Background: an optimization exercise with open tools, aiming at small area, a short achievable clock period and few clock cycles. Do not read the settings as production practice. At most, simulation tests tie the RTL to the original design; equivalence was not proved. The RTL of run 1 was laid out without a check of its function. Power and IR drop assume default switching activity.

**flow/design.v**
```verilog
module SM_CODE_RAM (i_RSTn, i_CLK, i_WE, i_WADDR, i_WDATA, i_RADDR, o_RDATA, o_WORD0);
  parameter DATA_WIDTH = 20;
  input                   i_RSTn, i_CLK, i_WE;
  input  [5:0]            i_WADDR, i_RADDR;
  input  [DATA_WIDTH-1:0] i_WDATA;
  output [DATA_WIDTH-1:0] o_RDATA;
  output [DATA_WIDTH-1:0] o_WORD0;
  reg [DATA_WIDTH-1:0] ram [0:62];
  reg [62:0]           vld;
  always @(posedge i_CLK)
    if (i_WE && i_WADDR != 6'd63)
      ram[i_WADDR] <= i_WDATA;
  always @(posedge i_CLK, negedge i_RSTn)
    if (!i_RSTn)
      vld <= 63'd0;
    else if (i_WE && i_WADDR != 6'd63)
      vld[i_WADDR] <= 1'b1;
  assign o_RDATA = (i_RADDR != 6'd63 && vld[i_RADDR]) ? ram[i_RADDR] : {DATA_WIDTH{1'b0}};
  assign o_WORD0 = vld[0] ? ram[0] : {DATA_WIDTH{1'b0}};
endmodule
module SM_DATA_RAM (i_RSTn, i_CLK, i_WE, i_WADDR, i_WDATA, i_RADDR0, o_RDATA0, i_RADDR1, o_RDATA1);
  input         i_RSTn, i_CLK, i_WE;
  input  [5:0]  i_WADDR, i_RADDR0, i_RADDR1;
  input  [15:0] i_WDATA;
  output [15:0] o_RDATA0, o_RDATA1;
  reg [15:0] ram [1:63];
  reg [63:1] vld;
  always @(posedge i_CLK)
    if (i_WE && i_WADDR != 6'd0)
      ram[i_WADDR] <= i_WDATA;
  always @(posedge i_CLK, negedge i_RSTn)
    if (!i_RSTn)
      vld <= 63'd0;
    else if (i_WE && i_WADDR != 6'd0)
      vld[i_WADDR] <= 1'b1;
  assign o_RDATA0 = (i_RADDR0 != 6'd0 && vld[i_RADDR0]) ? ram[i_RADDR0] : 16'd0;
  assign o_RDATA1 = (i_RADDR1 != 6'd0 && vld[i_RADDR1]) ? ram[i_RADDR1] : 16'd0;
endmodule
module SM_MUL (input [15:0] i_X, input [15:0] i_Y, output [31:0] o_P0, output [31:0] o_P1);
  wire [16:0] yy = {i_Y, 1'b0};
  wire [16:0] x1 = {i_X[15], i_X};
  wire [16:0] x2 = {i_X, 1'b0};
  wire b2_0 = yy[2], b1_0 = yy[1], b0_0 = yy[0];
  wire one_0 = b1_0 ^ b0_0;
  wire two_0 = (b2_0 & ~b1_0 & ~b0_0) | (~b2_0 & b1_0 & b0_0);
  wire [16:0] r_0 = (({17{one_0}} & x1) | ({17{two_0}} & x2)) ^ {17{b2_0}};
  wire b2_1 = yy[4], b1_1 = yy[3], b0_1 = yy[2];
  wire one_1 = b1_1 ^ b0_1;
  wire two_1 = (b2_1 & ~b1_1 & ~b0_1) | (~b2_1 & b1_1 & b0_1);
  wire [16:0] r_1 = (({17{one_1}} & x1) | ({17{two_1}} & x2)) ^ {17{b2_1}};
  wire b2_2 = yy[6], b1_2 = yy[5], b0_2 = yy[4];
  wire one_2 = b1_2 ^ b0_2;
  wire two_2 = (b2_2 & ~b1_2 & ~b0_2) | (~b2_2 & b1_2 & b0_2);
  wire [16:0] r_2 = (({17{one_2}} & x1) | ({17{two_2}} & x2)) ^ {17{b2_2}};
  wire b2_3 = yy[8], b1_3 = yy[7], b0_3 = yy[6];
  wire one_3 = b1_3 ^ b0_3;
  wire two_3 = (b2_3 & ~b1_3 & ~b0_3) | (~b2_3 & b1_3 & b0_3);
  wire [16:0] r_3 = (({17{one_3}} & x1) | ({17{two_3}} & x2)) ^ {17{b2_3}};
  wire b2_4 = yy[10], b1_4 = yy[9], b0_4 = yy[8];
  wire one_4 = b1_4 ^ b0_4;
  wire two_4 = (b2_4 & ~b1_4 & ~b0_4) | (~b2_4 & b1_4 & b0_4);
  wire [16:0] r_4 = (({17{one_4}} & x1) | ({17{two_4}} & x2)) ^ {17{b2_4}};
  wire b2_5 = yy[12], b1_5 = yy[11], b0_5 = yy[10];
  wire one_5 = b1_5 ^ b0_5;
  wire two_5 = (b2_5 & ~b1_5 & ~b0_5) | (~b2_5 & b1_5 & b0_5);
  wire [16:0] r_5 = (({17{one_5}} & x1) | ({17{two_5}} & x2)) ^ {17{b2_5}};
  wire b2_6 = yy[14], b1_6 = yy[13], b0_6 = yy[12];
  wire one_6 = b1_6 ^ b0_6;
  wire two_6 = (b2_6 & ~b1_6 & ~b0_6) | (~b2_6 & b1_6 & b0_6);
  wire [16:0] r_6 = (({17{one_6}} & x1) | ({17{two_6}} & x2)) ^ {17{b2_6}};
  wire b2_7 = yy[16], b1_7 = yy[15], b0_7 = yy[14];
  wire one_7 = b1_7 ^ b0_7;
  wire two_7 = (b2_7 & ~b1_7 & ~b0_7) | (~b2_7 & b1_7 & b0_7);
  wire [16:0] r_7 = (({17{one_7}} & x1) | ({17{two_7}} & x2)) ^ {17{b2_7}};
  wire t1 = r_0[10] ^ r_1[8];
  wire t2 = r_0[10] & r_1[8];
  wire t3 = r_0[11] ^ r_1[9];
  wire t4 = r_0[11] & r_1[9];
  wire t5 = r_0[12] ^ r_1[10] ^ r_2[8];
  wire t6 = (r_0[12] & r_1[10]) | (r_0[12] & r_2[8]) | (r_1[10] & r_2[8]);
  wire t7 = r_3[6] ^ r_4[4];
  wire t8 = r_3[6] & r_4[4];
  wire t9 = r_0[13] ^ r_1[11] ^ r_2[9];
  wire t10 = (r_0[13] & r_1[11]) | (r_0[13] & r_2[9]) | (r_1[11] & r_2[9]);
  wire t11 = r_3[7] ^ r_4[5];
  wire t12 = r_3[7] & r_4[5];
  wire t13 = r_0[14] ^ r_1[12] ^ r_2[10];
  wire t14 = (r_0[14] & r_1[12]) | (r_0[14] & r_2[10]) | (r_1[12] & r_2[10]);
  wire t15 = r_3[8] ^ r_4[6] ^ r_5[4];
  wire t16 = (r_3[8] & r_4[6]) | (r_3[8] & r_5[4]) | (r_4[6] & r_5[4]);
  wire t17 = r_6[2] ^ r_7[0];
  wire t18 = r_6[2] & r_7[0];
  wire t19 = r_0[15] ^ r_1[13] ^ r_2[11];
  wire t20 = (r_0[15] & r_1[13]) | (r_0[15] & r_2[11]) | (r_1[13] & r_2[11]);
  wire t21 = r_3[9] ^ r_4[7] ^ r_5[5];
  wire t22 = (r_3[9] & r_4[7]) | (r_3[9] & r_5[5]) | (r_4[7] & r_5[5]);
  wire t23 = r_6[3] ^ r_7[1];
  wire t24 = r_6[3] & r_7[1];
  wire t25 = ~r_0[16] ^ r_1[14] ^ r_2[12];
  wire t26 = (~r_0[16] & r_1[14]) | (~r_0[16] & r_2[12]) | (r_1[14] & r_2[12]);
  wire t27 = r_3[10] ^ r_4[8] ^ r_5[6];
  wire t28 = (r_3[10] & r_4[8]) | (r_3[10] & r_5[6]) | (r_4[8] & r_5[6]);
  wire t29 = r_6[4] ^ r_7[2] ^ 1'b1;
  wire t30 = (r_6[4] & r_7[2]) | (r_6[4] & 1'b1) | (r_7[2] & 1'b1);
  wire t31 = r_1[15] ^ r_2[13] ^ r_3[11];
  wire t32 = (r_1[15] & r_2[13]) | (r_1[15] & r_3[11]) | (r_2[13] & r_3[11]);
  wire t33 = r_4[9] ^ r_5[7] ^ r_6[5];
  wire t34 = (r_4[9] & r_5[7]) | (r_4[9] & r_6[5]) | (r_5[7] & r_6[5]);
  wire t35 = r_7[3] ^ 1'b1;
  wire t36 = r_7[3] & 1'b1;
  wire t37 = ~r_1[16] ^ r_2[14] ^ r_3[12];
  wire t38 = (~r_1[16] & r_2[14]) | (~r_1[16] & r_3[12]) | (r_2[14] & r_3[12]);
  wire t39 = r_4[10] ^ r_5[8] ^ r_6[6];
  wire t40 = (r_4[10] & r_5[8]) | (r_4[10] & r_6[6]) | (r_5[8] & r_6[6]);
  wire t41 = r_2[15] ^ r_3[13] ^ r_4[11];
  wire t42 = (r_2[15] & r_3[13]) | (r_2[15] & r_4[11]) | (r_3[13] & r_4[11]);
  wire t43 = r_5[9] ^ r_6[7];
  wire t44 = r_5[9] & r_6[7];
  wire t45 = ~r_2[16] ^ r_3[14] ^ r_4[12];
  wire t46 = (~r_2[16] & r_3[14]) | (~r_2[16] & r_4[12]) | (r_3[14] & r_4[12]);
  wire t47 = r_3[15] ^ r_4[13];
  wire t48 = r_3[15] & r_4[13];
  wire t49 = r_0[6] ^ r_1[4];
  wire t50 = r_0[6] & r_1[4];
  wire t51 = r_0[7] ^ r_1[5];
  wire t52 = r_0[7] & r_1[5];
  wire t53 = r_0[8] ^ r_1[6] ^ r_2[4];
  wire t54 = (r_0[8] & r_1[6]) | (r_0[8] & r_2[4]) | (r_1[6] & r_2[4]);
  wire t55 = r_3[2] ^ r_4[0];
  wire t56 = r_3[2] & r_4[0];
  wire t57 = r_0[9] ^ r_1[7] ^ r_2[5];
  wire t58 = (r_0[9] & r_1[7]) | (r_0[9] & r_2[5]) | (r_1[7] & r_2[5]);
  wire t59 = r_3[3] ^ r_4[1];
  wire t60 = r_3[3] & r_4[1];
  wire t61 = r_2[6] ^ r_3[4] ^ r_4[2];
  wire t62 = (r_2[6] & r_3[4]) | (r_2[6] & r_4[2]) | (r_3[4] & r_4[2]);
  wire t63 = r_5[0] ^ b2_5 ^ t1;
  wire t64 = (r_5[0] & b2_5) | (r_5[0] & t1) | (b2_5 & t1);
  wire t65 = r_2[7] ^ r_3[5] ^ r_4[3];
  wire t66 = (r_2[7] & r_3[5]) | (r_2[7] & r_4[3]) | (r_3[5] & r_4[3]);
  wire t67 = r_5[1] ^ t3 ^ t2;
  wire t68 = (r_5[1] & t3) | (r_5[1] & t2) | (t3 & t2);
  wire t69 = r_5[2] ^ r_6[0] ^ b2_6;
  wire t70 = (r_5[2] & r_6[0]) | (r_5[2] & b2_6) | (r_6[0] & b2_6);
  wire t71 = t5 ^ t7 ^ t4;
  wire t72 = (t5 & t7) | (t5 & t4) | (t7 & t4);
  wire t73 = r_5[3] ^ r_6[1] ^ t9;
  wire t74 = (r_5[3] & r_6[1]) | (r_5[3] & t9) | (r_6[1] & t9);
  wire t75 = t11 ^ t6 ^ t8;
  wire t76 = (t11 & t6) | (t11 & t8) | (t6 & t8);
  wire t77 = b2_7 ^ t13 ^ t15;
  wire t78 = (b2_7 & t13) | (b2_7 & t15) | (t13 & t15);
  wire t79 = t17 ^ t10 ^ t12;
  wire t80 = (t17 & t10) | (t17 & t12) | (t10 & t12);
  wire t81 = t19 ^ t21 ^ t23;
  wire t82 = (t19 & t21) | (t19 & t23) | (t21 & t23);
  wire t83 = t14 ^ t16 ^ t18;
  wire t84 = (t14 & t16) | (t14 & t18) | (t16 & t18);
  wire t85 = t25 ^ t27 ^ t29;
  wire t86 = (t25 & t27) | (t25 & t29) | (t27 & t29);
  wire t87 = t20 ^ t22 ^ t24;
  wire t88 = (t20 & t22) | (t20 & t24) | (t22 & t24);
  wire t89 = t31 ^ t33 ^ t35;
  wire t90 = (t31 & t33) | (t31 & t35) | (t33 & t35);
  wire t91 = t26 ^ t28 ^ t30;
  wire t92 = (t26 & t28) | (t26 & t30) | (t28 & t30);
  wire t93 = r_7[4] ^ t37 ^ t39;
  wire t94 = (r_7[4] & t37) | (r_7[4] & t39) | (t37 & t39);
  wire t95 = t32 ^ t34 ^ t36;
  wire t96 = (t32 & t34) | (t32 & t36) | (t34 & t36);
  wire t97 = r_7[5] ^ 1'b1 ^ t41;
  wire t98 = (r_7[5] & 1'b1) | (r_7[5] & t41) | (1'b1 & t41);
  wire t99 = t43 ^ t38 ^ t40;
  wire t100 = (t43 & t38) | (t43 & t40) | (t38 & t40);
  wire t101 = r_5[10] ^ r_6[8] ^ r_7[6];
  wire t102 = (r_5[10] & r_6[8]) | (r_5[10] & r_7[6]) | (r_6[8] & r_7[6]);
  wire t103 = t45 ^ t42 ^ t44;
  wire t104 = (t45 & t42) | (t45 & t44) | (t42 & t44);
  wire t105 = r_5[11] ^ r_6[9] ^ r_7[7];
  wire t106 = (r_5[11] & r_6[9]) | (r_5[11] & r_7[7]) | (r_6[9] & r_7[7]);
  wire t107 = 1'b1 ^ t47 ^ t46;
  wire t108 = (1'b1 & t47) | (1'b1 & t46) | (t47 & t46);
  wire t109 = ~r_3[16] ^ r_4[14] ^ r_5[12];
  wire t110 = (~r_3[16] & r_4[14]) | (~r_3[16] & r_5[12]) | (r_4[14] & r_5[12]);
  wire t111 = r_6[10] ^ r_7[8] ^ t48;
  wire t112 = (r_6[10] & r_7[8]) | (r_6[10] & t48) | (r_7[8] & t48);
  wire t113 = r_4[15] ^ r_5[13] ^ r_6[11];
  wire t114 = (r_4[15] & r_5[13]) | (r_4[15] & r_6[11]) | (r_5[13] & r_6[11]);
  wire t115 = r_7[9] ^ 1'b1;
  wire t116 = r_7[9] & 1'b1;
  wire t117 = ~r_4[16] ^ r_5[14] ^ r_6[12];
  wire t118 = (~r_4[16] & r_5[14]) | (~r_4[16] & r_6[12]) | (r_5[14] & r_6[12]);
  wire t119 = r_5[15] ^ r_6[13];
  wire t120 = r_5[15] & r_6[13];
  wire t121 = r_0[4] ^ r_1[2];
  wire t122 = r_0[4] & r_1[2];
  wire t123 = r_0[5] ^ r_1[3];
  wire t124 = r_0[5] & r_1[3];
  wire t125 = r_2[2] ^ r_3[0] ^ b2_3;
  wire t126 = (r_2[2] & r_3[0]) | (r_2[2] & b2_3) | (r_3[0] & b2_3);
  wire t127 = r_2[3] ^ r_3[1] ^ t51;
  wire t128 = (r_2[3] & r_3[1]) | (r_2[3] & t51) | (r_3[1] & t51);
  wire t129 = b2_4 ^ t53 ^ t55;
  wire t130 = (b2_4 & t53) | (b2_4 & t55) | (t53 & t55);
  wire t131 = t57 ^ t59 ^ t54;
  wire t132 = (t57 & t59) | (t57 & t54) | (t59 & t54);
  wire t133 = t61 ^ t63 ^ t58;
  wire t134 = (t61 & t63) | (t61 & t58) | (t63 & t58);
  wire t135 = t65 ^ t67 ^ t62;
  wire t136 = (t65 & t67) | (t65 & t62) | (t67 & t62);
  wire t137 = t69 ^ t71 ^ t66;
  wire t138 = (t69 & t71) | (t69 & t66) | (t71 & t66);
  wire t139 = t73 ^ t75 ^ t70;
  wire t140 = (t73 & t75) | (t73 & t70) | (t75 & t70);
  wire t141 = t77 ^ t79 ^ t74;
  wire t142 = (t77 & t79) | (t77 & t74) | (t79 & t74);
  wire t143 = t81 ^ t83 ^ t78;
  wire t144 = (t81 & t83) | (t81 & t78) | (t83 & t78);
  wire t145 = t85 ^ t87 ^ t82;
  wire t146 = (t85 & t87) | (t85 & t82) | (t87 & t82);
  wire t147 = t89 ^ t91 ^ t86;
  wire t148 = (t89 & t91) | (t89 & t86) | (t91 & t86);
  wire t149 = t93 ^ t95 ^ t90;
  wire t150 = (t93 & t95) | (t93 & t90) | (t95 & t90);
  wire t151 = t97 ^ t99 ^ t94;
  wire t152 = (t97 & t99) | (t97 & t94) | (t99 & t94);
  wire t153 = t101 ^ t103 ^ t98;
  wire t154 = (t101 & t103) | (t101 & t98) | (t103 & t98);
  wire t155 = t105 ^ t107 ^ t102;
  wire t156 = (t105 & t107) | (t105 & t102) | (t107 & t102);
  wire t157 = t109 ^ t111 ^ t106;
  wire t158 = (t109 & t111) | (t109 & t106) | (t111 & t106);
  wire t159 = t113 ^ t115 ^ t110;
  wire t160 = (t113 & t115) | (t113 & t110) | (t115 & t110);
  wire t161 = r_7[10] ^ t117 ^ t114;
  wire t162 = (r_7[10] & t117) | (r_7[10] & t114) | (t117 & t114);
  wire t163 = r_7[11] ^ 1'b1 ^ t119;
  wire t164 = (r_7[11] & 1'b1) | (r_7[11] & t119) | (1'b1 & t119);
  wire t165 = ~r_5[16] ^ r_6[14] ^ r_7[12];
  wire t166 = (~r_5[16] & r_6[14]) | (~r_5[16] & r_7[12]) | (r_6[14] & r_7[12]);
  wire t167 = r_6[15] ^ r_7[13];
  wire t168 = r_6[15] & r_7[13];
  wire t169 = r_0[2] ^ r_1[0];
  wire t170 = r_0[2] & r_1[0];
  wire t171 = r_0[3] ^ r_1[1];
  wire t172 = r_0[3] & r_1[1];
  wire t173 = r_2[0] ^ b2_2 ^ t121;
  wire t174 = (r_2[0] & b2_2) | (r_2[0] & t121) | (b2_2 & t121);
  wire t175 = r_2[1] ^ t123 ^ t122;
  wire t176 = (r_2[1] & t123) | (r_2[1] & t122) | (t123 & t122);
  wire t177 = t49 ^ t125 ^ t124;
  wire t178 = (t49 & t125) | (t49 & t124) | (t125 & t124);
  wire t179 = t50 ^ t127 ^ t126;
  wire t180 = (t50 & t127) | (t50 & t126) | (t127 & t126);
  wire t181 = t52 ^ t129 ^ t128;
  wire t182 = (t52 & t129) | (t52 & t128) | (t129 & t128);
  wire t183 = t56 ^ t131 ^ t130;
  wire t184 = (t56 & t131) | (t56 & t130) | (t131 & t130);
  wire t185 = t60 ^ t133 ^ t132;
  wire t186 = (t60 & t133) | (t60 & t132) | (t133 & t132);
  wire t187 = t64 ^ t135 ^ t134;
  wire t188 = (t64 & t135) | (t64 & t134) | (t135 & t134);
  wire t189 = t68 ^ t137 ^ t136;
  wire t190 = (t68 & t137) | (t68 & t136) | (t137 & t136);
  wire t191 = t72 ^ t139 ^ t138;
  wire t192 = (t72 & t139) | (t72 & t138) | (t139 & t138);
  wire t193 = t76 ^ t141 ^ t140;
  wire t194 = (t76 & t141) | (t76 & t140) | (t141 & t140);
  wire t195 = t80 ^ t143 ^ t142;
  wire t196 = (t80 & t143) | (t80 & t142) | (t143 & t142);
  wire t197 = t84 ^ t145 ^ t144;
  wire t198 = (t84 & t145) | (t84 & t144) | (t145 & t144);
  wire t199 = t88 ^ t147 ^ t146;
  wire t200 = (t88 & t147) | (t88 & t146) | (t147 & t146);
  wire t201 = t92 ^ t149 ^ t148;
  wire t202 = (t92 & t149) | (t92 & t148) | (t149 & t148);
  wire t203 = t96 ^ t151 ^ t150;
  wire t204 = (t96 & t151) | (t96 & t150) | (t151 & t150);
  wire t205 = t100 ^ t153 ^ t152;
  wire t206 = (t100 & t153) | (t100 & t152) | (t153 & t152);
  wire t207 = t104 ^ t155 ^ t154;
  wire t208 = (t104 & t155) | (t104 & t154) | (t155 & t154);
  wire t209 = t108 ^ t157 ^ t156;
  wire t210 = (t108 & t157) | (t108 & t156) | (t157 & t156);
  wire t211 = t112 ^ t159 ^ t158;
  wire t212 = (t112 & t159) | (t112 & t158) | (t159 & t158);
  wire t213 = t116 ^ t161 ^ t160;
  wire t214 = (t116 & t161) | (t116 & t160) | (t161 & t160);
  wire t215 = t118 ^ t163 ^ t162;
  wire t216 = (t118 & t163) | (t118 & t162) | (t163 & t162);
  wire t217 = t120 ^ t165 ^ t164;
  wire t218 = (t120 & t165) | (t120 & t164) | (t165 & t164);
  wire t219 = 1'b1 ^ t167 ^ t166;
  wire t220 = (1'b1 & t167) | (1'b1 & t166) | (t167 & t166);
  wire t221 = ~r_6[16] ^ r_7[14] ^ t168;
  wire t222 = (~r_6[16] & r_7[14]) | (~r_6[16] & t168) | (r_7[14] & t168);
  wire t223 = r_7[15] ^ 1'b1;
  wire t224 = r_7[15] & 1'b1;
  assign o_P0 = {1'b1, ~r_7[16], t223, t221, t219, t217, t215, t213, t211, t209, t207, t205, t203, t201, t199, t197, t195, t193, t191, t189, t187, t185, t183, t181, t179, t177, t175, t173, t171, b2_1, r_0[1], r_0[0]};
  assign o_P1 = {1'b0, t224, t222, t220, t218, t216, t214, t212, t210, t208, t206, t204, t202, t200, t198, t196, t194, t192, t190, t188, t186, t184, t182, t180, t178, t176, t174, t172, t170, t169, 1'b0, b2_0};
endmodule
module SM_ALU (
    input  signed [15:0] i_X,
    input  signed [15:0] i_Y,
    input                i_ADD, i_SUB,
    output        [15:0] o_RES,
    output               o_OVF
);
  wire signed [16:0] sum  = i_X + i_Y;
  wire signed [16:0] diff = i_X - i_Y;
  wire [31:0] p0, p1;
  SM_MUL MUL (.i_X(i_X), .i_Y(i_Y), .o_P0(p0), .o_P1(p1));
  wire [15:0] plo = p0[15:0] + p1[15:0];
  wire        c15 = plo[15] ^ p0[15] ^ p1[15];
  wire [16:0] a = p0[31:15], b = p1[31:15];
  wire [16:0] zc = (a ^ b) ^ {a[15:0] | b[15:0], c15};
  wire [16:0] oc = ~(a ^ b) ^ {a[15:0] & b[15:0], c15};
  wire mul_ok = ~(|zc) | ~(|oc);
  assign o_RES = i_ADD ? sum[15:0] : i_SUB ? diff[15:0] : plo;
  assign o_OVF = (sum[16] != sum[15]) | (diff[16] != diff[15]) | ~mul_ok;
endmodule
module SM_CORE (
    input             i_RSTn, i_CLK, i_WE,
    input      [6:0]  i_ADDRESS,
    input      [20:0] i_DATA,
    output            o_RDY, o_ERROR,
    output     [15:0] o_RESULT,
    output            o_CODE_WE,
    output     [5:0]  o_CODE_WADDR,
    output     [19:0] o_CODE_WDATA,
    output     [5:0]  o_CODE_RADDR,
    input      [19:0] i_CODE_RDATA,
    input      [19:0] i_CODE_WORD0,
    output            o_DATA_WE,
    output     [5:0]  o_DATA_WADDR,
    output     [15:0] o_DATA_WDATA,
    output     [5:0]  o_DATA_RADDR0,
    output     [5:0]  o_DATA_RADDR1,
    input      [15:0] i_DATA_RDATA0,
    input      [15:0] i_DATA_RDATA1
);
  wire [2:0]  iop  = i_DATA[20:18];
  wire [1:0]  icls = (iop == 3'd1) ? 2'b01 : (iop == 3'd2) ? 2'b10 :
                     (iop == 3'd3) ? 2'b11 : 2'b00;
  wire [19:0] enc  = {icls, (icls == 2'b00) ? {5'd0, iop == 3'd7} : i_DATA[17:12], i_DATA[11:0]};
  assign o_CODE_WE    = i_WE & ~i_ADDRESS[6];
  assign o_CODE_WADDR = i_ADDRESS[5:0];
  assign o_CODE_WDATA = enc;
  reg         run_r;           
  reg  [5:0]  pc;
  reg  [19:0] ir;
  reg         rdy;
  reg  [15:0] acc;
  reg         ovf;
  reg         xv, xadd, xsub, xacc_a, xacc_b, xwen;
  reg  [15:0] xa, xb;
  reg  [5:0]  xc;
  reg         wv;
  reg  [5:0]  wc;
  wire        r_act = run_r & ~i_WE;
  wire [1:0]  rcls  = ir[19:18];
  wire [5:0]  ra    = ir[17:12];
  wire [5:0]  rb    = ir[11:6];
  wire [5:0]  rc    = ir[5:0];
  wire        r_end = (rcls == 2'b00) & ra[0];
  wire        r_go  = r_act & ~r_end;
  assign o_CODE_RADDR  = pc;
  assign o_DATA_RADDR0 = ra;
  assign o_DATA_RADDR1 = rb;
  wire [15:0] op_a = (wv && wc == ra) ? acc : i_DATA_RDATA0;
  wire [15:0] op_b = (wv && wc == rb) ? acc : i_DATA_RDATA1;
  wire [19:0] fetched = {i_CODE_RDATA[19:13], i_CODE_RDATA[12] | (pc == 6'd63), i_CODE_RDATA[11:0]};
  always @(posedge i_CLK) begin
    if (i_WE) begin
      pc <= 6'd1;
      ir <= (o_CODE_WE && i_ADDRESS[5:0] == 6'd0) ? enc : i_CODE_WORD0;
    end else if (r_go) begin
      pc <= pc + 6'd1;
      ir <= fetched;
    end
  end
  always @(posedge i_CLK, negedge i_RSTn) begin
    if (!i_RSTn) begin
      run_r <= 1'b0;
      rdy   <= 1'b0;
      xv    <= 1'b0;
      xwen  <= 1'b0;
    end else begin
      if (i_WE)
        run_r <= 1'b1;
      else if (r_act && r_end)
        run_r <= 1'b0;
      rdy  <= r_act & r_end;
      xv   <= r_go & (rcls != 2'b00);
      xwen <= r_go & (rc != 6'd0);
    end
  end
  always @(posedge i_CLK) begin
    if (r_go) begin
      xadd   <= rcls == 2'b01;
      xsub   <= rcls == 2'b10;
      xacc_a <= ra == 6'd0;
      xacc_b <= rb == 6'd0;
      xa     <= op_a;
      xb     <= op_b;
      xc     <= rc;
    end
  end
  wire [15:0] x = xacc_a ? acc : xa;
  wire [15:0] y = xacc_b ? acc : xb;
  wire [15:0] res;
  wire        ovf_now;
  SM_ALU ALU (.i_X(x), .i_Y(y), .i_ADD(xadd), .i_SUB(xsub), .o_RES(res), .o_OVF(ovf_now));
  always @(posedge i_CLK, negedge i_RSTn) begin
    if (!i_RSTn) begin
      acc <= 16'd0;
      ovf <= 1'b0;
    end else begin
      if (xv)
        acc <= res;
      if (i_WE)
        ovf <= 1'b0;
      else if (xv)
        ovf <= ovf | ovf_now;
    end
  end
  wire ldw = i_WE & i_ADDRESS[6];
  assign o_DATA_WE    = ldw | wv;
  assign o_DATA_WADDR = ldw ? i_ADDRESS[5:0] : wc;
  assign o_DATA_WDATA = ldw ? i_DATA[15:0] : acc;
  always @(posedge i_CLK, negedge i_RSTn) begin
    if (!i_RSTn)
      wv <= 1'b0;
    else if (xwen)
      wv <= 1'b1;
    else if (!(ldw && i_ADDRESS[5:0] != wc))
      wv <= 1'b0;
  end
  always @(posedge i_CLK)
    if (xwen)
      wc <= xc;
  assign o_RDY    = rdy;
  assign o_ERROR  = ovf;
  assign o_RESULT = acc;
endmodule
module SM_TOP (
    input         i_CLK,
    input         i_RSTn,
    input         i_WE,
    input  [6:0]  i_ADDRESS,
    input  [20:0] i_DATA,
    output        o_RDY,
    output        o_ERROR,
    output [15:0] o_RESULT
);
  wire        code_we;
  wire [5:0]  code_waddr, code_raddr;
  wire [19:0] code_wdata, code_rdata, code_word0;
  wire        data_we;
  wire [5:0]  data_waddr, data_raddr0, data_raddr1;
  wire [15:0] data_wdata, data_rdata0, data_rdata1;
  SM_CORE CORE (
    .i_RSTn(i_RSTn), .i_CLK(i_CLK), .i_WE(i_WE), .i_ADDRESS(i_ADDRESS), .i_DATA(i_DATA),
    .o_RDY(o_RDY), .o_ERROR(o_ERROR), .o_RESULT(o_RESULT),
    .o_CODE_WE(code_we), .o_CODE_WADDR(code_waddr), .o_CODE_WDATA(code_wdata),
    .o_CODE_RADDR(code_raddr), .i_CODE_RDATA(code_rdata), .i_CODE_WORD0(code_word0),
    .o_DATA_WE(data_we), .o_DATA_WADDR(data_waddr), .o_DATA_WDATA(data_wdata),
    .o_DATA_RADDR0(data_raddr0), .o_DATA_RADDR1(data_raddr1),
    .i_DATA_RDATA0(data_rdata0), .i_DATA_RDATA1(data_rdata1)
  );
  SM_CODE_RAM CODE_RAM (
    .i_RSTn(i_RSTn), .i_CLK(i_CLK), .i_WE(code_we), .i_WADDR(code_waddr), .i_WDATA(code_wdata),
    .i_RADDR(code_raddr), .o_RDATA(code_rdata), .o_WORD0(code_word0)
  );
  SM_DATA_RAM DATA_RAM (
    .i_RSTn(i_RSTn), .i_CLK(i_CLK), .i_WE(data_we), .i_WADDR(data_waddr), .i_WDATA(data_wdata),
    .i_RADDR0(data_raddr0), .o_RDATA0(data_rdata0), .i_RADDR1(data_raddr1), .o_RDATA1(data_rdata1)
  );
endmodule
```
**flow/run.sh**
```bash
#!/bin/bash
# synth_recipe.tcl (not shown) runs the flow's synth.tcl, then flattens the netlist and writes it again
# the make line also repeats each setting of config.mk as NAME=value (left out here)
make -C /OpenROAD-flow-scripts/flow DESIGN_CONFIG=/design/flow/config.mk WORK_HOME=/design/flow/orfs CLKGATE_MAP_FILE= SYNTH_SCRIPT=/design/flow/synth_recipe.tcl finish
```
**flow/config.mk**
```make
export PLATFORM = sky130hd
export DESIGN_NAME = SM_TOP
export DESIGN_NICKNAME = SM_TOP
export VERILOG_FILES = /design/flow/design.v
export SDC_FILE = /design/flow/constraint.sdc
export NUM_CORES = 4
export LEC_CHECK = 0
export CAP_MARGIN = 20
export CORE_MARGIN = 2
export CORE_UTILIZATION = 55
export CTS_CLUSTER_DIAMETER = 80
export CTS_CLUSTER_SIZE = 30
export PLACE_DENSITY = 0.65
export SETUP_SLACK_MARGIN = 3.0
export SLEW_MARGIN = 20
```
**flow/constraint.sdc**
```tcl
create_clock -name core_clock -period 10.0 [get_ports {i_CLK}]
set_input_delay 2.0000 -clock core_clock [delete_from_list [all_inputs] [get_ports {i_CLK}]]
set_output_delay 2.0000 -clock core_clock [all_outputs]
set_load 0.01 [all_outputs]
```
==> flow_summary.ini, run 1 <==
[logic_synthesis]
syn-cell-area_um2 = 116900
synth_seq_area_share_pct = 63.58
synthCells = 6549
synth.distinct_cells = 92
synth-xor-area-share_pct = 0.9440
async_flop_share_pct = 5.901
synth_top_family_by_area = multiplexers
avgSynthCellArea_um2 = 17.85
synth-compound-area-share_pct = 5.206
synth_warnings = 3
ys_ff_latch = 2508
synthAdderAreaFrac_pct = 2.734
synthMuxAreaShare_pct = 22.29
yosys.area_share.simple_pct = 2.986
ys.flop_type = edfxtp_1
synth_edf_count = 2336

[power]
vdd_drop_max_uv = 1170
power_density_nw_per_um2 = 284.4
finalPower_mw = 35.81
power.leakage_nw = 39.06

[critical_path]
startpoint = i_WE
path_max_fanout = 45
arrival_ns = 7.46
r2r_start = CORE.xacc_b$_DFFE_PP_
worstPathRequired_ns = 10.76
startpoint_type = input port
critPathKind = input port to flip-flop
worstSetupEndpointType = flip-flop

[grt]
first_global_vias = 63685
grt_pass1_wl_mm = 460.5
overflow = 0
grt_max_degree = 150
grt_use_total_pct = 29.70
antenna_found_initial = 26

[timing]
finalSetupViolations = 0
hold_viol_final = 0
drv_slew = 0
timing.final.crit_share_pct = 67.01
worst_pin_slew_ns = 1.087
maxSlewHeadroom_pct = 26.98
fin_setup_tns_ns = 0
max_clock_freq_mhz = 149.2
finClkSkew_ns = 0.04824
finalCriticalPeriod_ns = 6.701
rsz0062_at_grt = false

[route]
wl_mm = 320.6
antenna_left = 0
wl_per_cell_um = 34.03
firstDrtPassIters = 7
vias_per_cell = 6.927
num_vias = 65267
drt_iter0_markers = 10191
drc_errors = 0

[clock_network]
cts_made_buffers = 120
cts_tree = done
root_buffer = clkbuf_16
cts_num_sinks = 2508
clock_latency_ns = 0.84
path_clk_slew_ns = 0.10
cts_max_path_buffers = 3
cts_max_level = 3

[die]
fp.dieW_um = 465.0
start_util_pct = 55.23
io_pins = 49
dieArea_um2 = 216300
rows = 169
coreArea_um2 = 211700
die_h_um = 465.0

[placed_design]
place.gp.congestion = 0.9509
hpwlAfterDp_mm = 197.2
portBuffers = 48

[min_path]
min_from = CORE.xc[3]$_DFFE_PP_
min_path_type = flip-flop to flip-flop

[finish]
syn2layout_area_growth_pct = 7.709
layout-drive-gt1-share_pct = 27.72
num-nets-final = 6728

[run]
drv_cap = 0

[status]
status = complete, no violations
-- layout by cell type, fill, tap and decap left out, types with 20 or more instances in the layout --
cell             instances
mux2i_1                128
a221oi_1                27
nor2_1                 191
a22oi_1                 23
nand3_1                 66
edfxtp_1              2336
clkdlybuf4s50_1         31
o22ai_1                121
mux2i_2                 24
nor2_2                 110
nand2_1                234
clkinvlp_4              20
mux4_2                1041
o21bai_1                94
xnor2_1                 92
xor2_1                  34
inv_1                  188
ha_1                   121
o221ai_1                65
clkbuf_16              123
a21o_1                  46
fa_1                    84
dfrtp_1                148
a21oi_1                219
nor3_1                  29
buf_4                  233
inv_6                   26
nand2b_1                22
o21ai_0                255
mux2_2                  87
-- synth_stat cells (23+ instances only) --
| cell type | instances | share of area [%] |
|---|---|---|
| nand2_1 | 241 | 0.77 |
| mux2_2 | 88 | 0.85 |
| buf_1 | 98 | 0.31 |
| a22oi_1 | 23 | 0.15 |
| nor3_1 | 29 | 0.12 |
| buf_2 | 63 | 0.27 |
| mux2i_1 | 153 | 1.3 |
| dfxtp_1 | 24 | 0.41 |
| a221oi_1 | 27 | 0.20 |
| o221ai_1 | 65 | 0.49 |
| mux4_2 | 1041 | 20 |
| a21oi_1 | 220 | 0.94 |
| edfxtp_1 | 2336 | 60 |
| dfrtp_1 | 148 | 3.2 |
| o21bai_1 | 94 | 0.60 |
| nor2_1 | 318 | 1.0 |
| clkbuf_1 | 302 | 0.97 |
| a21o_1 | 46 | 0.30 |
| o22ai_1 | 121 | 0.65 |
| fa_1 | 84 | 1.4 |
| xnor2_1 | 92 | 0.69 |
| ha_1 | 121 | 1.3 |
| inv_1 | 190 | 0.61 |
| xor2_1 | 34 | 0.25 |
| nor2b_1 | 26 | 0.14 |
| o21ai_0 | 256 | 1.1 |
| nand3_1 | 66 | 0.28 |
-- metal layers --
metal	global-route usage (%)	share of wire, %	vias up
li1	-	-	26594
met1	45.76	41	34684
met2	43.93	45	3535
met3	5.847	11	446
met4	7.974	2.9	8
met5	0	0.015	-
-- flip-flops by register name (all words and copies together), names as in the netlist, named ones only --
register,count
CODE_RAM.vld,63
CORE.wv,1
CORE.xa,16
CORE.xsub,1
CORE.xv,1
CORE.ir,20
CORE.xadd,1
CORE.pc,6
CORE.xb,16
CORE.run_r,1
CORE.xwen,1
CORE.acc,16
DATA_RAM.vld,63
CORE.xacc_b,1
CORE.xc,6
CORE.xacc_a,1
CODE_RAM.ram,1260
CORE.ovf,1
CORE.rdy,1
CORE.wc,6
DATA_RAM.ram,1008
-- repair_timing --
action / in CTS / in global routing
resized for setup: 6 / 24
setup endpoints to repair: 69 / 63
gates cloned: 0 / 3
pin swaps: 0 / 1
hold buffers: 0 / 0
buffers inserted: 4 / 0
-- through the flow --
| stage | hold slack [ns] | area (µm²) | util, % | std cells | setup slack, ns |
|---|---|---|---|---|---|
| 4_1_cts | 0.4292 | 125800 | 59.43 | 9409 | 3.040 |
| 3_3_place_gp | 0.4069 | 121500 | 57.39 | 9184 | 1.510 |
| 5_1_grt | 0.4309 | 125900 | 59.48 | 9415 | 3.019 |
| 3_5_place_dp | 0.4054 | 121500 | 57.39 | 9184 | 1.407 |
| 2_1_floorplan | 0.4003 | 116900 | - | 6549 | 3.480 |
| 6_report | 0.4305 | 125900 | 59.49 | 9422 | 3.299 |
-- worst max-delay path: stages --
cell and delay, ns:
buf_2 0.28, buf_4 0.61, nand4bb_1 0.27, a221oi_1 0.53, nand3_1 0.22, o22ai_1 0.41, nand2_1 0.15, inv_1 0.08
ha_1 0.31, or4_1 0.54, nor4_1 0.19, o221ai_1 0.17, or4_1 0.44, a211oi_2 0.40, and2_1 0.23, and2b_1 0.41
a21o_1 0.20
-- cell type report --
type	count	area [µm²]
clock buffer	130	3114
timing repair inverter	2	10.01
tap	2821	3530
multi-input combinational	3371	40610
inverter	199	769.5
sequential	2508	74380
fill	15420	85750
timing repair buffer	290	2330
antenna	10	25.02
clock inverter	91	1149
-- logic make-up (layout without fill, tap and decap cells) --
kind of cell,after synthesis,in the layout
flip-flops,2508,2508
AND/OR/NAND/NOR,789,790
other,0,10
adder cells (fa/ha/maj),205,205
XOR/XNOR,126,126
buffers and inverters,671,712
multiplexers,1287,1287
AO/OA/AOI/OAI,963,963
-- where the power goes --
group	leakage [nW]	total (mW)	internal, mW	switching [mW]
registers	22.7	12.6	12.2	0.360
clock network	2.01	6.14	2.52	3.62
logic	14.4	17.1	7.10	9.98
total	39.1	35.8	21.9	14.0
-- path summary, 6_finish.rpt --
path / to / slack (ns) / depth (start not counted)
max: DATA_RAM.vld[34]$_DFFE_PN0P_ / 3.30 / 17
min: CORE.wc[3]$_DFFE_PP_ / 0.43 / 0
max reg2reg: CORE.ovf$_DFFE_PN0P_ / 3.32 / 21
min reg2reg: CORE.wc[3]$_DFFE_PP_ / 0.43 / 0
max in group asynchronous: CODE_RAM.vld[27]$_DFFE_PN0P_ / 6.97 / 3
min in group asynchronous: CORE.rdy$_DFF_PN0_ / 1.00 / 1
==> run 2: changes to the inputs <==
--- a/flow/design.v
+++ b/flow/design.v
@@ -1,2 +1,2 @@
-module SM_CODE_RAM (i_RSTn, i_CLK, i_WE, i_WADDR, i_WDATA, i_RADDR, o_RDATA, o_WORD0);
+module SM_CODE_RAM (i_RSTn, i_CLK, i_WE, i_WADDR, i_WDATA, i_RADDR, o_RDATA, o_WORD0, o_WORD1);
   parameter DATA_WIDTH = 20;
@@ -6,3 +6,3 @@
   output [DATA_WIDTH-1:0] o_RDATA;
-  output [DATA_WIDTH-1:0] o_WORD0;
+  output [DATA_WIDTH-1:0] o_WORD0, o_WORD1;
   reg [DATA_WIDTH-1:0] ram [0:62];
@@ -12,9 +12,15 @@
       ram[i_WADDR] <= i_WDATA;
-  always @(posedge i_CLK, negedge i_RSTn)
-    if (!i_RSTn)
-      vld <= 63'd0;
-    else if (i_WE && i_WADDR != 6'd63)
-      vld[i_WADDR] <= 1'b1;
+  genvar w;
+  generate
+    for (w = 0; w < 63; w = w + 1) begin : gv
+      always @(posedge i_CLK, negedge i_RSTn)
+        if (!i_RSTn)
+          vld[w] <= 1'b0;
+        else if (i_WE && i_WADDR == w)
+          vld[w] <= 1'b1;
+    end
+  endgenerate
   assign o_RDATA = (i_RADDR != 6'd63 && vld[i_RADDR]) ? ram[i_RADDR] : {DATA_WIDTH{1'b0}};
   assign o_WORD0 = vld[0] ? ram[0] : {DATA_WIDTH{1'b0}};
+  assign o_WORD1 = vld[1] ? ram[1] : {DATA_WIDTH{1'b0}};
 endmodule
@@ -30,7 +36,12 @@
       ram[i_WADDR] <= i_WDATA;
-  always @(posedge i_CLK, negedge i_RSTn)
-    if (!i_RSTn)
-      vld <= 63'd0;
-    else if (i_WE && i_WADDR != 6'd0)
-      vld[i_WADDR] <= 1'b1;
+  genvar w;
+  generate
+    for (w = 1; w < 64; w = w + 1) begin : gv
+      always @(posedge i_CLK, negedge i_RSTn)
+        if (!i_RSTn)
+          vld[w] <= 1'b0;
+        else if (i_WE && i_WADDR == w)
+          vld[w] <= 1'b1;
+    end
+  endgenerate
   assign o_RDATA0 = (i_RADDR0 != 6'd0 && vld[i_RADDR0]) ? ram[i_RADDR0] : 16'd0;
@@ -38,3 +49,3 @@
 endmodule
-module SM_MUL (input [15:0] i_X, input [15:0] i_Y, output [31:0] o_P0, output [31:0] o_P1);
+module SM_MUL (input [15:0] i_X, input [15:0] i_Y, output [31:0] o_P0, output [31:0] o_P1, output [31:0] o_P2);
   wire [16:0] yy = {i_Y, 1'b0};
@@ -242,80 +253,5 @@
   wire t168 = r_6[15] & r_7[13];
-  wire t169 = r_0[2] ^ r_1[0];
-  wire t170 = r_0[2] & r_1[0];
-  wire t171 = r_0[3] ^ r_1[1];
-  wire t172 = r_0[3] & r_1[1];
-  wire t173 = r_2[0] ^ b2_2 ^ t121;
-  wire t174 = (r_2[0] & b2_2) | (r_2[0] & t121) | (b2_2 & t121);
-  wire t175 = r_2[1] ^ t123 ^ t122;
-  wire t176 = (r_2[1] & t123) | (r_2[1] & t122) | (t123 & t122);
-  wire t177 = t49 ^ t125 ^ t124;
-  wire t178 = (t49 & t125) | (t49 & t124) | (t125 & t124);
-  wire t179 = t50 ^ t127 ^ t126;
-  wire t180 = (t50 & t127) | (t50 & t126) | (t127 & t126);
-  wire t181 = t52 ^ t129 ^ t128;
-  wire t182 = (t52 & t129) | (t52 & t128) | (t129 & t128);
-  wire t183 = t56 ^ t131 ^ t130;
-  wire t184 = (t56 & t131) | (t56 & t130) | (t131 & t130);
-  wire t185 = t60 ^ t133 ^ t132;
-  wire t186 = (t60 & t133) | (t60 & t132) | (t133 & t132);
-  wire t187 = t64 ^ t135 ^ t134;
-  wire t188 = (t64 & t135) | (t64 & t134) | (t135 & t134);
-  wire t189 = t68 ^ t137 ^ t136;
-  wire t190 = (t68 & t137) | (t68 & t136) | (t137 & t136);
-  wire t191 = t72 ^ t139 ^ t138;
-  wire t192 = (t72 & t139) | (t72 & t138) | (t139 & t138);
-  wire t193 = t76 ^ t141 ^ t140;
-  wire t194 = (t76 & t141) | (t76 & t140) | (t141 & t140);
-  wire t195 = t80 ^ t143 ^ t142;
-  wire t196 = (t80 & t143) | (t80 & t142) | (t143 & t142);
-  wire t197 = t84 ^ t145 ^ t144;
-  wire t198 = (t84 & t145) | (t84 & t144) | (t145 & t144);
-  wire t199 = t88 ^ t147 ^ t146;
-  wire t200 = (t88 & t147) | (t88 & t146) | (t147 & t146);
-  wire t201 = t92 ^ t149 ^ t148;
-  wire t202 = (t92 & t149) | (t92 & t148) | (t149 & t148);
-  wire t203 = t96 ^ t151 ^ t150;
-  wire t204 = (t96 & t151) | (t96 & t150) | (t151 & t150);
-  wire t205 = t100 ^ t153 ^ t152;
-  wire t206 = (t100 & t153) | (t100 & t152) | (t153 & t152);
-  wire t207 = t104 ^ t155 ^ t154;
-  wire t208 = (t104 & t155) | (t104 & t154) | (t155 & t154);
-  wire t209 = t108 ^ t157 ^ t156;
-  wire t210 = (t108 & t157) | (t108 & t156) | (t157 & t156);
-  wire t211 = t112 ^ t159 ^ t158;
-  wire t212 = (t112 & t159) | (t112 & t158) | (t159 & t158);
-  wire t213 = t116 ^ t161 ^ t160;
-  wire t214 = (t116 & t161) | (t116 & t160) | (t161 & t160);
-  wire t215 = t118 ^ t163 ^ t162;
-  wire t216 = (t118 & t163) | (t118 & t162) | (t163 & t162);
-  wire t217 = t120 ^ t165 ^ t164;
-  wire t218 = (t120 & t165) | (t120 & t164) | (t165 & t164);
-  wire t219 = 1'b1 ^ t167 ^ t166;
-  wire t220 = (1'b1 & t167) | (1'b1 & t166) | (t167 & t166);
-  wire t221 = ~r_6[16] ^ r_7[14] ^ t168;
-  wire t222 = (~r_6[16] & r_7[14]) | (~r_6[16] & t168) | (r_7[14] & t168);
-  wire t223 = r_7[15] ^ 1'b1;
-  wire t224 = r_7[15] & 1'b1;
-  assign o_P0 = {1'b1, ~r_7[16], t223, t221, t219, t217, t215, t213, t211, t209, t207, t205, t203, t201, t199, t197, t195, t193, t191, t189, t187, t185, t183, t181, t179, t177, t175, t173, t171, b2_1, r_0[1], r_0[0]};
-  assign o_P1 = {1'b0, t224, t222, t220, t218, t216, t214, t212, t210, t208, t206, t204, t202, t200, t198, t196, t194, t192, t190, t188, t186, t184, t182, t180, t178, t176, t174, t172, t170, t169, 1'b0, b2_0};
-endmodule
-module SM_ALU (
-    input  signed [15:0] i_X,
-    input  signed [15:0] i_Y,
-    input                i_ADD, i_SUB,
-    output        [15:0] o_RES,
-    output               o_OVF
-);
-  wire signed [16:0] sum  = i_X + i_Y;
-  wire signed [16:0] diff = i_X - i_Y;
-  wire [31:0] p0, p1;
-  SM_MUL MUL (.i_X(i_X), .i_Y(i_Y), .o_P0(p0), .o_P1(p1));
-  wire [15:0] plo = p0[15:0] + p1[15:0];
-  wire        c15 = plo[15] ^ p0[15] ^ p1[15];
-  wire [16:0] a = p0[31:15], b = p1[31:15];
-  wire [16:0] zc = (a ^ b) ^ {a[15:0] | b[15:0], c15};
-  wire [16:0] oc = ~(a ^ b) ^ {a[15:0] & b[15:0], c15};
-  wire mul_ok = ~(|zc) | ~(|oc);
-  assign o_RES = i_ADD ? sum[15:0] : i_SUB ? diff[15:0] : plo;
-  assign o_OVF = (sum[16] != sum[15]) | (diff[16] != diff[15]) | ~mul_ok;
+  assign o_P0 = {1'b1, ~r_7[16], r_7[15], ~r_6[16], 1'b1, t120, t118, t116, t112, t108, t104, t100, t96, t92, t88, t84, t80, t76, t72, t68, t64, t60, t56, t52, t50, t49, r_2[1], r_2[0], r_0[3], r_0[2], r_0[1], r_0[0]};
+  assign o_P1 = {1'b0, 1'b0, 1'b1, r_7[14], t167, t165, t163, t161, t159, t157, t155, t153, t151, t149, t147, t145, t143, t141, t139, t137, t135, t133, t131, t129, t127, t125, t123, b2_2, r_1[1], r_1[0], 1'b0, b2_0};
+  assign o_P2 = {1'b0, 1'b0, 1'b0, t168, t166, t164, t162, t160, t158, t156, t154, t152, t150, t148, t146, t144, t142, t140, t138, t136, t134, t132, t130, t128, t126, t124, t122, t121, 1'b0, b2_1, 1'b0, 1'b0};
 endmodule
@@ -333,2 +269,3 @@
     input      [19:0] i_CODE_WORD0,
+    input      [19:0] i_CODE_WORD1,
     output            o_DATA_WE,
@@ -341,9 +278,28 @@
 );
-  wire [2:0]  iop  = i_DATA[20:18];
-  wire [1:0]  icls = (iop == 3'd1) ? 2'b01 : (iop == 3'd2) ? 2'b10 :
-                     (iop == 3'd3) ? 2'b11 : 2'b00;
-  wire [19:0] enc  = {icls, (icls == 2'b00) ? {5'd0, iop == 3'd7} : i_DATA[17:12], i_DATA[11:0]};
-  assign o_CODE_WE    = i_WE & ~i_ADDRESS[6];
-  assign o_CODE_WADDR = i_ADDRESS[5:0];
-  assign o_CODE_WDATA = enc;
+  function [19:0] encode(input [20:0] d);
+    reg [1:0] cls;
+    begin
+      cls = (d[20:18] == 3'd1) ? 2'b01 : (d[20:18] == 3'd2) ? 2'b10 :
+            (d[20:18] == 3'd3) ? 2'b11 : 2'b00;
+      encode = {cls, (cls == 2'b00) ? {5'd0, d[20:18] == 3'd7} : d[17:12], d[11:0]};
+    end
+  endfunction
+  reg         we_r;
+  reg  [6:0]  ad_r;
+  reg  [20:0] dt_r;
+  always @(posedge i_CLK, negedge i_RSTn)
+    if (!i_RSTn)
+      we_r <= 1'b0;
+    else
+      we_r <= i_WE;
+  always @(posedge i_CLK) begin
+    ad_r <= i_ADDRESS;
+    dt_r <= i_DATA;
+  end
+  wire [19:0] enc_r = encode(dt_r);
+  wire        cw    = we_r & ~ad_r[6];
+  wire        ldw   = we_r & ad_r[6];
+  assign o_CODE_WE    = cw;
+  assign o_CODE_WADDR = ad_r[5:0];
+  assign o_CODE_WDATA = enc_r;
   reg         run_r;           
@@ -351,11 +307,17 @@
   reg  [19:0] ir;
-  reg         rdy;
+  reg         fin, rdy;
   reg  [15:0] acc;
+  wire [15:0] acc_n;           
   reg         ovf;
-  reg         xv, xadd, xsub, xacc_a, xacc_b, xwen;
+  reg         xlive, xalu, xmul, xadd, xsub, xwen;
   reg  [15:0] xa, xb;
   reg  [5:0]  xc;
+  reg         ov_v, m_v, m_wen, as_ovf;
+  reg  [31:0] m_p0, m_p1, m_p2;
+  reg  [5:0]  m_c;
   reg         wv;
   reg  [5:0]  wc;
-  wire        r_act = run_r & ~i_WE;
+  reg  [15:0] wd;
+  wire        cyc1  = we_r & ~i_WE;        
+  wire        r_act = run_r | cyc1;
   wire [1:0]  rcls  = ir[19:18];
@@ -365,3 +327,8 @@
   wire        r_end = (rcls == 2'b00) & ra[0];
-  wire        r_go  = r_act & ~r_end;
+  wire        r_free = (rcls == 2'b00) | (ra != 6'd0 && rb != 6'd0);
+  wire        r_wq   = (rc != 6'd0) & (rcls != 2'b11);
+  wire        r_rdc  = (rcls != 2'b00) & (ra == m_c || rb == m_c);
+  wire        stall  = (xlive & xmul & (~r_free | (xwen & r_wq))) | (m_v & m_wen & r_rdc);
+  wire        issue = r_act & ~stall & ~r_end;
+  wire        issue_run = run_r & ~stall & ~r_end;    
   assign o_CODE_RADDR  = pc;
@@ -369,13 +336,20 @@
   assign o_DATA_RADDR1 = rb;
-  wire [15:0] op_a = (wv && wc == ra) ? acc : i_DATA_RDATA0;
-  wire [15:0] op_b = (wv && wc == rb) ? acc : i_DATA_RDATA1;
+  wire [15:0] op_a = (ldw && ad_r[5:0] == ra) ? dt_r[15:0] : (wv && wc == ra) ? wd : i_DATA_RDATA0;
+  wire [15:0] op_b = (ldw && ad_r[5:0] == rb) ? dt_r[15:0] : (wv && wc == rb) ? wd : i_DATA_RDATA1;
   wire [19:0] fetched = {i_CODE_RDATA[19:13], i_CODE_RDATA[12] | (pc == 6'd63), i_CODE_RDATA[11:0]};
+  wire [19:0] word0_n = (cw && ad_r[5:0] == 6'd0) ? enc_r : i_CODE_WORD0;
+  wire [19:0] word1_n = (cw && ad_r[5:0] == 6'd1) ? enc_r : i_CODE_WORD1;
   always @(posedge i_CLK) begin
-    if (i_WE) begin
-      pc <= 6'd1;
-      ir <= (o_CODE_WE && i_ADDRESS[5:0] == 6'd0) ? enc : i_CODE_WORD0;
-    end else if (r_go) begin
-      pc <= pc + 6'd1;
+    if (i_WE)
+      ir <= (!i_ADDRESS[6] && i_ADDRESS[5:0] == 6'd0) ? encode(i_DATA) : word0_n;
+    else if (we_r)
+      ir <= word1_n;
+    else if (issue_run)
       ir <= fetched;
-    end
+  end
+  always @(posedge i_CLK) begin
+    if (we_r)
+      pc <= 6'd2;
+    else if (issue_run)
+      pc <= pc + 6'd1;
   end
@@ -384,13 +358,10 @@
       run_r <= 1'b0;
+      fin   <= 1'b0;
       rdy   <= 1'b0;
-      xv    <= 1'b0;
-      xwen  <= 1'b0;
+      xlive <= 1'b0;
     end else begin
-      if (i_WE)
-        run_r <= 1'b1;
-      else if (r_act && r_end)
-        run_r <= 1'b0;
-      rdy  <= r_act & r_end;
-      xv   <= r_go & (rcls != 2'b00);
-      xwen <= r_go & (rc != 6'd0);
+      run_r <= r_act & ~r_end;
+      fin   <= r_act & r_end & xlive & xalu;
+      rdy   <= fin | (r_act & r_end & ~(xlive & xalu));
+      xlive <= issue;
     end
@@ -398,34 +369,56 @@
   always @(posedge i_CLK) begin
-    if (r_go) begin
-      xadd   <= rcls == 2'b01;
-      xsub   <= rcls == 2'b10;
-      xacc_a <= ra == 6'd0;
-      xacc_b <= rb == 6'd0;
-      xa     <= op_a;
-      xb     <= op_b;
-      xc     <= rc;
-    end
+    xalu   <= rcls != 2'b00;
+    xmul   <= rcls == 2'b11;
+    xadd   <= rcls == 2'b01;
+    xsub   <= rcls == 2'b10;
+    xwen   <= rc != 6'd0;
+    xa     <= (ra == 6'd0) ? acc_n : op_a;
+    xb     <= (rb == 6'd0) ? acc_n : op_b;
+    xc     <= rc;
   end
-  wire [15:0] x = xacc_a ? acc : xa;
-  wire [15:0] y = xacc_b ? acc : xb;
-  wire [15:0] res;
-  wire        ovf_now;
-  SM_ALU ALU (.i_X(x), .i_Y(y), .i_ADD(xadd), .i_SUB(xsub), .o_RES(res), .o_OVF(ovf_now));
+  wire signed [15:0] x = xa;
+  wire signed [15:0] y = xb;
+  wire signed [16:0] sum  = x + y;
+  wire signed [16:0] diff = x - y;
+  wire [31:0] p0, p1, p2;
+  SM_MUL MUL (.i_X(x), .i_Y(y), .o_P0(p0), .o_P1(p1), .o_P2(p2));
+  wire x_as = xlive & xalu & ~xmul;
+  wire [31:0] q0  = m_p0 ^ m_p1 ^ m_p2;
+  wire [31:0] q1  = {(m_p0[30:0] & m_p1[30:0]) | (m_p0[30:0] & m_p2[30:0]) | (m_p1[30:0] & m_p2[30:0]), 1'b0};
+  wire [15:0] plo = q0[15:0] + q1[15:0];
+  wire        c15 = plo[15] ^ q0[15] ^ q1[15];
+  wire [16:0] ha = q0[31:15], hb = q1[31:15];
+  wire [16:0] zc = (ha ^ hb) ^ {ha[15:0] | hb[15:0], c15};
+  wire [16:0] oc = ~(ha ^ hb) ^ {ha[15:0] & hb[15:0], c15};
+  wire        mul_ok = ~(|zc) | ~(|oc);
+  assign acc_n = x_as ? (xadd ? sum[15:0] : diff[15:0]) : m_v ? plo : acc;
   always @(posedge i_CLK, negedge i_RSTn) begin
     if (!i_RSTn) begin
-      acc <= 16'd0;
-      ovf <= 1'b0;
+      acc  <= 16'd0;
+      ovf  <= 1'b0;
+      ov_v <= 1'b0;
+      m_v  <= 1'b0;
     end else begin
-      if (xv)
-        acc <= res;
-      if (i_WE)
+      acc <= acc_n;
+      if (we_r)
         ovf <= 1'b0;
-      else if (xv)
-        ovf <= ovf | ovf_now;
+      else if (ov_v)
+        ovf <= ovf | as_ovf | ~mul_ok;
+      ov_v <= xlive & xalu;
+      m_v  <= xlive & xmul;
     end
   end
-  wire ldw = i_WE & i_ADDRESS[6];
+  always @(posedge i_CLK) begin
+    m_p0   <= p0;
+    m_p1   <= p1;
+    m_p2   <= p2;
+    as_ovf <= (sum[16] != sum[15]) | (diff[16] != diff[15]);
+    m_wen  <= xwen;
+    m_c    <= xc;
+  end
+  wire        w_mul = m_v & m_wen;
+  wire        w_new = (xlive & ~xmul & xwen) | w_mul;
   assign o_DATA_WE    = ldw | wv;
-  assign o_DATA_WADDR = ldw ? i_ADDRESS[5:0] : wc;
-  assign o_DATA_WDATA = ldw ? i_DATA[15:0] : acc;
+  assign o_DATA_WADDR = ldw ? ad_r[5:0] : wc;
+  assign o_DATA_WDATA = ldw ? dt_r[15:0] : wd;
   always @(posedge i_CLK, negedge i_RSTn) begin
@@ -433,5 +426,5 @@
       wv <= 1'b0;
-    else if (xwen)
+    else if (w_new)
       wv <= 1'b1;
-    else if (!(ldw && i_ADDRESS[5:0] != wc))
+    else if (!(ldw && ad_r[5:0] != wc))
       wv <= 1'b0;
@@ -439,4 +432,6 @@
   always @(posedge i_CLK)
-    if (xwen)
-      wc <= xc;
+    if (w_new) begin
+      wc <= w_mul ? m_c : xc;
+      wd <= w_mul ? plo : acc_n;
+    end
   assign o_RDY    = rdy;
@@ -457,3 +452,3 @@
   wire [5:0]  code_waddr, code_raddr;
-  wire [19:0] code_wdata, code_rdata, code_word0;
+  wire [19:0] code_wdata, code_rdata, code_word0, code_word1;
   wire        data_we;
@@ -465,3 +460,3 @@
     .o_CODE_WE(code_we), .o_CODE_WADDR(code_waddr), .o_CODE_WDATA(code_wdata),
-    .o_CODE_RADDR(code_raddr), .i_CODE_RDATA(code_rdata), .i_CODE_WORD0(code_word0),
+    .o_CODE_RADDR(code_raddr), .i_CODE_RDATA(code_rdata), .i_CODE_WORD0(code_word0), .i_CODE_WORD1(code_word1),
     .o_DATA_WE(data_we), .o_DATA_WADDR(data_waddr), .o_DATA_WDATA(data_wdata),
@@ -472,3 +467,3 @@
     .i_RSTn(i_RSTn), .i_CLK(i_CLK), .i_WE(code_we), .i_WADDR(code_waddr), .i_WDATA(code_wdata),
-    .i_RADDR(code_raddr), .o_RDATA(code_rdata), .o_WORD0(code_word0)
+    .i_RADDR(code_raddr), .o_RDATA(code_rdata), .o_WORD0(code_word0), .o_WORD1(code_word1)
   );
==> flow/flow/run.sh (new file) <==
#!/bin/bash
export SETUP_SLACK_MARGIN=6.5
bash standard.sh > standard.log 2>&1
==> flow/standard.sh (new file) <==
#!/bin/bash
# synth_recipe.tcl (not shown) runs the flow's synth.tcl, then flattens the netlist and writes it again
# the make line also repeats each setting of config.mk as NAME=value (left out here)
make -C /OpenROAD-flow-scripts/flow DESIGN_CONFIG=/design/flow/config.mk WORK_HOME=/design/flow/orfs CLKGATE_MAP_FILE= SYNTH_SCRIPT=/design/flow/synth_recipe.tcl "${@:-finish}"
--- a/flow/config.mk
+++ b/flow/config.mk
@@ -13,3 +13,2 @@
 export PLACE_DENSITY = 0.65
-export SETUP_SLACK_MARGIN = 3.0
 export SLEW_MARGIN = 20
removed: flow/run.sh
==> run 2 against run 1 <==
First-iteration DRC count is 6.7% lower. Worst hold slack worse by 0.071 ns. Critical path depth decreased by 11. Global-route usage up 2.2 points. Clock power up 7.5%. Maximum frequency rose by 86%. Utilization increased by 1.0 points. Flip-flop and latch count grew 159. Final cell count rose by 6.3%. Routed wire length increased by 11%. Clock-buffer cell count increased by 23.
==> flow_summary.ini, run 2 <==
[status]
status = complete, no violations

[critical_path]
critPathKind = flip-flop to flip-flop
cp_top_family = simple AND/OR/NAND/NOR gates
arrival_ns = 4.08
path_max_fanout = 49
critPathBufInv = 2
startpoint_type = flip-flop
cpMostUsedCell = nand2_1
worstPathRequired_ns = 10.48
critPathMaxStageDelay_ns = 0.88
slowest_stage = nor2_4
worstSetupEndpointType = flip-flop
crit_chain = buf_6 > nand2_1 > buf_4 > o21ai_0 > nand2_1 > nor2_4

[clock_network]
path_clk_slew_ns = 0.11
cts_max_path_buffers = 3
root_buffer = clkbuf_16
clock_latency_ns = 0.88
cts_made_buffers = 130
cts_num_sinks = 2667
cts_max_level = 4
hold_buffers = 0
cts_tree = done

[logic_synthesis]
synth_top_area_share_pct = 57.75
synth_most_common_cell = edfxtp_1
yosysTopAreaCell = edfxtp_1
syn-cell-area_um2 = 121100
synth_seq_area_share_pct = 63.94
synth_warnings = 3
avgSynthCellArea_um2 = 17.27
ys_ff_latch = 2667
synthCells = 7015
synthTopCellsByArea = edfxtp_1 58%, mux4_2 19%, dfrtp_1 3.1%
ys.flop_type = edfxtp_1
synth_edf_count = 2330
async_flop_share_pct = 5.662
synth.distinct_cells = 89
synthTopCellsByCount = 2330 x edfxtp_1, 1031 x mux4_2, 396 x nand2_1, 344 x nor2_1, 297 x clkbuf_1

[grt]
antenna_found_initial = 20
grt_pass1_wl_mm = 504.9
overflow = 0
use_met3_pct = 5.517
busiest_layer = met2
first_global_vias = 68121
grt_max_degree = 103
grt_use_total_pct = 31.90
use_met1_pct = 43.79
gr-usage-met2_pct = 50.39

[power]
vdd_drop_max_uv = 219.8
power_density_nw_per_um2 = 270.9
power.leakage_nw = 41.80

[finish]
largest_register = CODE_RAM.ram
top_regs = CODE_RAM.ram x1280, DATA_RAM.ram x1008
num-nets-final = 7258
layout_commonest_cell = edfxtp_1
largest_register_ffs = 1280
syn2layout_area_growth_pct = 9.520
final_core_util_pct = 60.50
fill_cells = 15650
final_cell_mix = 2330 x edfxtp_1, 1031 x mux4_2, 377 x nand2_1
layout-drive-gt1-share_pct = 28.79

[die]
io_pins = 49
dieArea_um2 = 224000
fp.dieW_um = 473.3
die_h_um = 473.3
start_util_pct = 55.25
rows = 172
coreArea_um2 = 219300

[timing]
max_clock_freq_mhz = 277.9
maxSlewHeadroom_pct = 21.03
rsz0062_at_grt = true
timing.final.crit_share_pct = 35.98
setup_ws_ns = 6.402
finalSetupViolations = 0
finalCriticalPeriod_ns = 3.598
fin_setup_tns_ns = 0
finClkSkew_ns = 0.05635
worst_pin_slew_ns = 1.185
drv_slew = 0
hold_viol_final = 0

[placed_design]
place.gp.congestion = 0.9074
place_ws_ns = 5.407
hpwlAfterDp_mm = 208.5
portBuffers = 48

[min_path]
min_path_type = flip-flop to flip-flop

[run]
drv_cap = 0

[route]
wl_per_cell_um = 35.57
num_vias = 69598
vias_per_cell = 6.950
drc_errors = 0
wl_mm = 356.2
antenna_left = 0
drt_iter0_markers = 9504
firstDrtPassIters = 8
## run 2: cell types whose count changed after synthesis, sizes merged, moves of 39 or more
cell	previous run	this run
o22ai	121	46
o21bai	95	3
mux2	89	19
a21oi	221	272
o21ai	258	206
nand2	243	396
o221ai	65	3
or2	6	128
a211oi	12	51
buf	168	220
a22oi	23	76
dfxtp	24	186
a221oi	27	77
## run 2: layout make-up
class	instances	area, µm²	area share, %
sequential	2667	77570	58.46
multi-input combinational	3690	42050	31.69
timing repair buffer	384	4302	3.242
tap	2871	3592	2.707
clock buffer	153	3531	2.661
clock inverter	78	945.9	0.7129
inverter	162	665.6	0.5017
antenna	8	20.02	0.01509
timing repair inverter	1	7.507	0.005658
## run 2: layer usage
| layer | up-vias | part of all wire (%) | wire length, µm |
|---|---|---|---|
| met5 | - | 0.011 | 40 |
| met1 | 36734 | 37 | 131400 |
| met4 | 6 | 5.6 | 19980 |
| met3 | 789 | 9.8 | 34830 |
| li1 | 28161 | - | - |
| met2 | 3908 | 48 | 170000 |
## run 2: kinds of logic (layout without fill, tap and decap cells)
logic type	after synthesis	in the layout	share of synthesized area, %
AO/OA/AOI/OAI	904	904	4.758
AND/OR/NAND/NOR	1229	1230	4.712
XOR/XNOR	122	122	0.9037
adder cells (fa/ha/maj)	218	218	2.729
flip-flops	2667	2667	63.94
buffers and inverters	679	778	2.409
other	1	28	0.003095
multiplexers	1195	1196	20.54
## run 2: where the power goes
group / leakage (nW) / internal, mW / total, mW / switching, mW
registers: 23.9 / 13.5 / 14.2 / 0.695
clock network: 2.15 / 2.82 / 6.60 / 3.78
logic: 15.7 / 6.29 / 15.2 / 8.89
## run 2: final timing paths
path / startpoint / slack, ns / cells past startpoint / end
setup / recovery: CORE.we_r$_DFF_PN0_ / 6.40 / 6 / DATA_RAM.ram[63][4]$_DFFE_PP_
hold / removal: CORE.xc[0]$_DFF_P_ / 0.36 / 0 / CORE.m_c[0]$_DFF_P_
setup reg to reg: CORE.we_r$_DFF_PN0_ / 6.40 / 6 / DATA_RAM.ram[63][4]$_DFFE_PP_
hold reg to reg: CORE.xc[0]$_DFF_P_ / 0.36 / 0 / CORE.m_c[0]$_DFF_P_
max in group asynchronous: i_RSTn / 7.35 / 2 / DATA_RAM.vld[24]$_DFFE_PN0P_
min in group asynchronous: i_RSTn / 1.15 / 1 / CODE_RAM.vld[35]$_DFFE_PN0P_
## run 2: timing repair
action | in CTS | in global routing
setup endpoints to repair | 327 | 553
cloned | 11 | 2
setup buffers | 72 | 50
resized for setup | 222 | 78
pin swaps | 12 | 25
## run 2: through the flow
| stage | area [µm²] | power [mW] | std cells | hold slack (ns) |
|---|---|---|---|---|
| floorplan | 121200 | 23.98 | 7034 | 0.3306 |
| global placement | 125500 | 28.49 | 9638 | 0.3386 |
| detailed placement | 125500 | 28.64 | 9639 | 0.3374 |
| CTS | 131600 | 35.67 | 9953 | 0.3612 |
| global route | 132700 | 37.54 | 10008 | 0.3738 |
| finish | 132700 | 35.94 | 10014 | 0.3596 |
## run 2: worst reg2reg max path: stages, from the launching register on
cell and delay (ns):
dfrtp_2 0.40, buf_6 0.44, nand2_1 0.14, buf_4 0.31, o21ai_0 0.62, nand2_1 0.41
nor2_4 0.88
Testbench counts of run 2, summed over its fixed seeds: cycles 27,024.

## separate check: timing with driven ports
Ports are ideal in the flow. The routed layouts listed here were re-timed in OpenROAD.
Step 1 sets driving cells, clkbuf_16 on the clock port and buf_2 on the other inputs (assumed; they add their load-dependent delay and slew).
Step 2 times the ports against the registers' clock, not the clock port: input delays grow and output delays shrink by t, the midpoint of the rising clock arrivals with the driver on.
Three values: no drivers, after step 1, after step 2; two values: the first two.
run	shift t [ns]	setup WS [ns]	clock arrival spread, ns	cell pins on the clock port's net
run 1	0.905	3.299 / 3.266 / 2.361	0.060 / 0.060	1
run 2	0.944	6.402 / 6.398 / 5.712	0.059 / 0.059	1
After both steps every run listed still meets setup and hold. The setup slack of run 1, which loses most, moves by -0.033 ns with the drivers and by -0.938 ns with both steps.
